This design comes from an exercise in tuning for small area on the open sky130 flow, not from production work.
The RTL was checked by simulation tests, not by an equivalence proof against the original design.
The flow treats the clock pin as an ideal source, which a real chip does not have.
Power figures rest on the tool's default switching activity, not on a simulated workload.

lane 1:
## com_top
module com_top(
    input [10:0]    iSW,
    input           clk,
    input           rst,
    input           btn,
    output          rxd_out,
    input           txd_in,
    output          cts,
    input           rts,
    output [7:0]    iSEG,
    output [7:0]    iSEGSEL,
    output [10:0]    oLED
    );
For scale: ~120 flip-flops, about 4700 µm² of cells after synthesis.
Settings: LEC_CHECK=0, CAP_MARGIN=20, CORE_MARGIN=2, CORE_UTILIZATION=40, SLEW_MARGIN=20; clock period 10.0 ns.
standard.sh (not shown) runs the stock make flow with config.mk's settings and CLKGATE_MAP_FILE= SYNTH_SCRIPT=/design/flow/synth_recipe.tcl, a recipe that flattens the netlist after the stock synthesis.
==> flow/flow/run.sh <==
#!/bin/bash
# Standard ORFS layout with smaller port buffers and a leaner clock tree
# (no dummy clock loads). Synthesis is the standard synthesis, unchanged.
set -euo pipefail
bash standard.sh \
  BUFFER_PORTS_ARGS="-buffer_cell sky130_fd_sc_hd__buf_1" \
  CTS_ARGS="-sink_clustering_enable -sink_clustering_size 40 -sink_clustering_max_diameter 200 -buf_list sky130_fd_sc_hd__clkbuf_8 -dont_use_dummy_load" \
  finish > make_finish.log 2>&1
Input changes introduced in lane 2 (baseline for comparison: lane 1):
Settings: CTS_CLUSTER_DIAMETER now 100, previously not set; CTS_BUF_LIST now sky130_fd_sc_hd__clkbuf_4, previously not set; CTS_CLUSTER_SIZE now 30, previously not set.
==> flow/run.sh (new file) <==
#!/bin/bash
# synth_recipe.tcl (not shown) runs the flow's synth.tcl, then flattens the netlist and writes it again
# the make line also repeats each setting of config.mk as NAME=value (left out here)
make -C /OpenROAD-flow-scripts/flow DESIGN_CONFIG=/design/flow/config.mk WORK_HOME=/design/flow/orfs CLKGATE_MAP_FILE= SYNTH_SCRIPT=/design/flow/synth_recipe.tcl finish
removed: flow/flow/run.sh
removed: flow/standard.sh
==> results.txt <==
Having completed the whole flow, lane 2 delivered a layout that passed the timing, design-rule and antenna checks.
Lane 1 closes out successfully: all stages finished, all timing, DRC and antenna checks passed.
Reported for lane 1 and lane 2, synthesized cell count turned out identical to the last digit.
Reported for lane 1 and lane 2, area inside the core boundary turned out identical to the last digit.
Taking lane 1 as 1.0, lane 2 lands at 1.06 on net switching power figure.
Compared with lane 1, in lane 2 number of antenna violations at the first check in global routing saw an increase; critical path depth about even; number of sequential cells stayed essentially flat; routed wire length +2.2%; routed via count divided by cell count went down by 1.6%.
In the flow results for lane 1 and lane 2, the setup slack of the critical path after layout is smaller on lane 2.
Between lane 2 and lane 1, the count of unique library cells instantiated by Yosys does not differ in any meaningful way.


Another version of the RTL of com_top (not shown whole).
For scale: roughly 420 cells after synthesis, roughly 45 I/O pins, ~4500 um^2 of cells after synthesis.
Settings: LEC_CHECK=0, CAP_MARGIN=20, CORE_MARGIN=2, CORE_UTILIZATION=40, SLEW_MARGIN=20; clock period 10.0 ns.
==> flow/flow/run.sh <==
#!/bin/bash
# The standard ORFS layout, with three knobs changed:
#  - ADDER_MAP_FILE empty: Yosys does not extract half adders (it otherwise maps
#    plain AND gates into ha cells whose sum output is unused); registers are
#    untouched, so the registers match the standard synthesis;
#  - port buffers are buf_1 instead of clkdlybuf4s50_1;
#  - the clock tree uses clkbuf_4 and no dummy clock loads.
# make's full output goes to make_finish.log; ORFS keeps each step's log in orfs/logs.
set -euo pipefail
bash standard.sh \
  ADDER_MAP_FILE= \
  BUFFER_PORTS_ARGS="-buffer_cell sky130_fd_sc_hd__buf_1" \
  CTS_ARGS="-sink_clustering_enable -buf_list sky130_fd_sc_hd__clkbuf_4 -dont_use_dummy_load" \
  finish > make_finish.log 2>&1
The baseline went through all stages and came out clean.
Next try:
==> flow/run.sh (new file) <==
#!/bin/bash
# synth_recipe.tcl (not shown) runs the flow's synth.tcl, then flattens the netlist and writes it again
# the make line also repeats each setting of config.mk as NAME=value (left out here)
make -C /OpenROAD-flow-scripts/flow DESIGN_CONFIG=/design/flow/config.mk WORK_HOME=/design/flow/orfs CLKGATE_MAP_FILE= SYNTH_SCRIPT=/design/flow/synth_recipe.tcl finish
- CTS_BUF_LIST: not set -> sky130_fd_sc_hd__clkbuf_4
removed: flow/flow/run.sh
removed: flow/standard.sh
Outcome: Wire length rises by 7.6%. Clock power rises by 72%. Clock-buffer cell count is unchanged. Sequential cell count stays the same. Maximum frequency falls by 6.5%. Worst setup slack loses 350 ps. Worst hold slack gains 14 ps. Synthesized area rises by 2.8%. Cell area rises by 9.9%.


The RTL this note starts from:
==> flow/design.v <==
`timescale 1ns / 1ps
module lfsr_tmr #(parameter N = 14, K = 0, L1V = 0, L2V = 0, TV = 0, TM = 0) (
    input  clk,
    input  l1,
    output hit
    );
    reg [N-1:0] q;
    assign hit = ((q ^ TV) & TM) == 0;
    always @(posedge clk)
        if (l1)       q <= L1V;
        else if (hit) q <= L2V;
        else          q <= {~q[N-2:0], q[N-1] ^ q[K]};
endmodule
module com_top(
    input [10:0]    iSW,
    input           clk,
    input           rst,
    input           btn,
    output          rxd_out,
    input           txd_in,
    output          cts,
    input           rts,
    output [7:0]    iSEG,
    output [7:0]    iSEGSEL,
    output [10:0]    oLED
    );
    assign cts = 1'b0;
    reg  [2:0] ss;
    reg  [3:0] r;
    reg  [7:0] rxb;
    reg        err, p;
    wire       samp;
    wire       ridle = r == 4'd3;
    wire       start = ss[2] & ~ss[1];
    wire       rxv   = r == 4'd2;
    lfsr_tmr #(.N(14),.K(0),.L1V(14'd8057),.L2V(14'd0),.TV(14'd10054),.TM(14'd6143)) rxt (clk, ridle, samp);
    always @(posedge clk) begin
        ss <= rst ? 3'b111 : {ss[1:0], txd_in};
        if (rst)                     r <= 4'd3;
        else if (ridle)              r <= start ? 4'd7 : 4'd3;
        else if (samp | rxv)         r <= r + 4'd1;
        p <= ridle ? 1'b0 : p ^ (samp & txd_in);
        if (rst)
            err <= 1'b0;
        else if (samp & ((r == 4'd7 & txd_in) | (r == 4'd0 & ~(p ^ txd_in)) | (r == 4'd1 & ~txd_in)))
            err <= 1'b1;
    end
    genvar gi;
    generate for (gi = 0; gi < 8; gi = gi + 1) begin : rb
        always @(posedge clk)
            if (rst | (ridle & start))              rxb[gi] <= 1'b0;
            else if (samp & (r == 4'd8 + gi))       rxb[gi] <= txd_in;
    end endgenerate
    reg  [7:0] mydata;
    reg  [7:0] slot0, slot1, slot2, slot3;
    reg  [1:0] rxp, txp;      
    reg        ovf;
    reg  [3:0] s;
    reg        pt;
    wire       tick;
    wire       tidle = s == 4'd4;
    wire       full  = txp == rxp;
    wire       empty = txp + 2'd1 == rxp;
    wire [7:0] tdat  = txp[1] ? (txp[0] ? slot3 : slot2) : (txp[0] ? slot1 : slot0);
    wire [3:0] bsel = {slot3[s[2:0]], slot2[s[2:0]], slot1[s[2:0]], slot0[s[2:0]]};
    wire       dbit  = bsel[txp];
    lfsr_tmr #(.N(14),.K(0),.L1V(14'd14230),.L2V(14'd0),.TV(14'd10054),.TM(14'd6143)) txt (clk, rst, tick);
    always @(posedge clk) begin
        if (rst) begin
            mydata <= 8'd0;
            rxp <= 2'd0;
            txp <= 2'd3;
            ovf <= 1'b0;
        end
        else if (rxv) begin
            mydata <= rxb;
            if (!full) begin
                case (rxp)
                    2'd0: slot0 <= rxb;
                    2'd1: slot1 <= rxb;
                    2'd2: slot2 <= rxb;
                    default: slot3 <= rxb;
                endcase
                rxp <= rxp + 2'd1;
                ovf <= 1'b0;
            end
            else
                ovf <= 1'b1;
        end
        else if (!empty & tidle) begin
            txp <= txp + 2'd1;
            ovf <= 1'b0;
        end
        if (rst)                      s <= 4'd4;
        else if (tidle)               s <= (!rxv & !empty) ? 4'd5 : 4'd4;
        else if (tick)                s <= (s == 4'd1) ? 4'd4 : s + 4'd1;
        pt <= s[3] ? pt ^ (tick & dbit) : (s == 4'd0) ? pt : 1'b1;
    end
    assign rxd_out = s[3] ? dbit : (s == 4'd7) ? 1'b0 : (s == 4'd0) ? pt : 1'b1;
    reg  [1:0] sel;
    wire       dtick;
    lfsr_tmr #(.N(17),.K(1),.L1V(17'd118479),.L2V(17'd84301),.TV(17'd98274),.TM(17'd131051)) dpt (clk, rst, dtick);
    always @(posedge clk)
        sel <= rst ? 2'd0 : sel + {1'b0, dtick};
    wire [3:0] nib = sel[1] ? 4'd0 : sel[0] ? mydata[7:4] : mydata[3:0];
    reg  [6:0] seg;
    always @(*)
        case (nib)
            4'd0: seg = 7'h40;  4'd1: seg = 7'h79;  4'd2: seg = 7'h24;  4'd3: seg = 7'h30;
            4'd4: seg = 7'h19;  4'd5: seg = 7'h12;  4'd6: seg = 7'h02;  4'd7: seg = 7'h78;
            4'd8: seg = 7'h00;  4'd9: seg = 7'h10;  4'd10: seg = 7'h08; 4'd11: seg = 7'h03;
            4'd12: seg = 7'h46; 4'd13: seg = 7'h21; 4'd14: seg = 7'h06; default: seg = 7'h0e;
        endcase
    assign iSEG    = {1'b1, seg};
    assign iSEGSEL = {4'b1111, ~(4'b0001 << sel)};
    assign oLED    = {ovf, err, rxb, rxd_out};
endmodule
clock: 10.0 ns
lec_check: 0
cap_margin: 20
core_margin: 2
core_utilization: 60
gpl_timing_driven: 0
slew_margin: 20
==> flow/flow/run.sh <==
#!/bin/bash
# The standard ORFS layout, with these knobs changed:
#  - synthesis maps the logic with an area-only ABC script (flow/abc_area_map.script)
#    instead of ORFS's delay-driven one; the flip-flops are mapped by the
#    standard synthesis steps before ABC runs, so the registers are unchanged;
#  - ADDER_MAP_FILE empty: Yosys does not extract half adders (it otherwise maps
#    plain AND gates into ha cells whose sum output is unused);
#  - port buffers are buf_1 instead of clkdlybuf4s50_1;
#  - global placement is not timing driven (it only added buffers);
#  - the clock tree is built by flow/mytree.tcl before CTS runs: the clock sinks are
#    split into 4 groups by position, each driven by one clock buffer fed from the
#    clock port; CTS is then told to leave those nets alone.
# make's full output goes to make_finish.log; ORFS keeps each step's log in orfs/logs.
set -euo pipefail
export MY_NCLK=4 MY_CLKBUF=sky130_fd_sc_hd__clkbuf_16
rm -rf scripts_local
cp -r "$FLOW_HOME/scripts" scripts_local
cp flow/abc_area_map.script scripts_local/abc_speed.script
bash standard.sh \
  SCRIPTS_DIR="$PWD/scripts_local" \
  ADDER_MAP_FILE= \
  REMOVE_ABC_BUFFERS=1 \
  BUFFER_PORTS_ARGS="-buffer_cell sky130_fd_sc_hd__buf_1" \
  CTS_ARGS="-buf_list sky130_fd_sc_hd__clkbuf_16 -dont_use_dummy_load" \
  PRE_CTS_TCL="$PWD/flow/mytree.tcl" \
  finish > make_finish.log 2>&1
Other scripts of this flow, unchanged in this note and not shown: flow/flow/abc_area_map.script, flow/flow/mytree.tcl
The starting point produced a clean layout.
==> next run, changes <==
--- a/flow/flow/run.sh
+++ b/flow/flow/run.sh
@@ -9 +9,3 @@
-#  - global placement is not timing driven (it only added buffers);
+#  - global placement is not timing driven (it only added buffers), and the
+#    buffers ABC left are removed at floorplan instead;
+#  - the constant outputs share one tie cell per value (no tie fanout repair);
@@ -22,0 +25 @@
+  SKIP_REPAIR_TIE_FANOUT=1 \
--- a/flow/config.mk
+++ b/flow/config.mk
@@ -8 +8 @@
-export CAP_MARGIN = 20
+export CAP_MARGIN = 0
@@ -12 +12 @@
-export SLEW_MARGIN = 20
+export SLEW_MARGIN = 0
Outcome:
- first-iteration DRC count grows by 17%
- worst hold slack is worse by 0.0033 ns
- clock power barely changes
- via count stays flat

==> what the ideal ports hide <==
How much do the figures lean on ideal ports? The routed layouts below were timed once more, with nothing changed but the port constraints.
Step 1 sets driving cells, clkbuf_16 on the clock port and buf_2 on the other inputs (assumed; they add their load-dependent delay and slew).
Step 2 moves the port delays by t, midway between the first and last clock arrival at a register: inputs arrive t later, outputs are due t later. That takes back most of the time a late clock gives input paths.
a / b / c = ideal / step 1 / step 2; a / b = the first two.
run | t (ns) | slack for setup (ns) | latest minus earliest clock arrival (ns) | slew at the worst register clock pin (ns) | worst slew at a driven data input, ns
lane 1 | 0.445 | 5.294 / 5.261 / 5.706 | 0.018 / 0.018 | 0.06 / 0.06 | 0.03
lane 2 | 0.529 | 4.834 / 4.803 / 5.332 | 0.024 / 0.024 | 0.10 / 0.10 | 0.03
the first run of note 2 | 0.483 | 5.017 / 4.987 / 5.470 | 0.042 / 0.042 | 0.11 / 0.11 | 0.03
the second run of note 2 | 0.525 | 4.670 / 4.640 / 5.165 | 0.019 / 0.018 | 0.12 / 0.12 | 0.03
the first run of note 3 | 0.237 | 5.554 / 5.604 / 5.367 | 0.019 / 0.018 | 0.11 / 0.11 | 0.03
the second run of note 3 | 0.236 | 5.686 / 5.731 / 5.495 | 0.019 / 0.019 | 0.11 / 0.11 | 0.03
After both steps setup and hold are still met in every run listed. The setup slack of the second run of note 3, which loses most, moves by +0.045 ns with the drivers and by -0.191 ns with both steps.
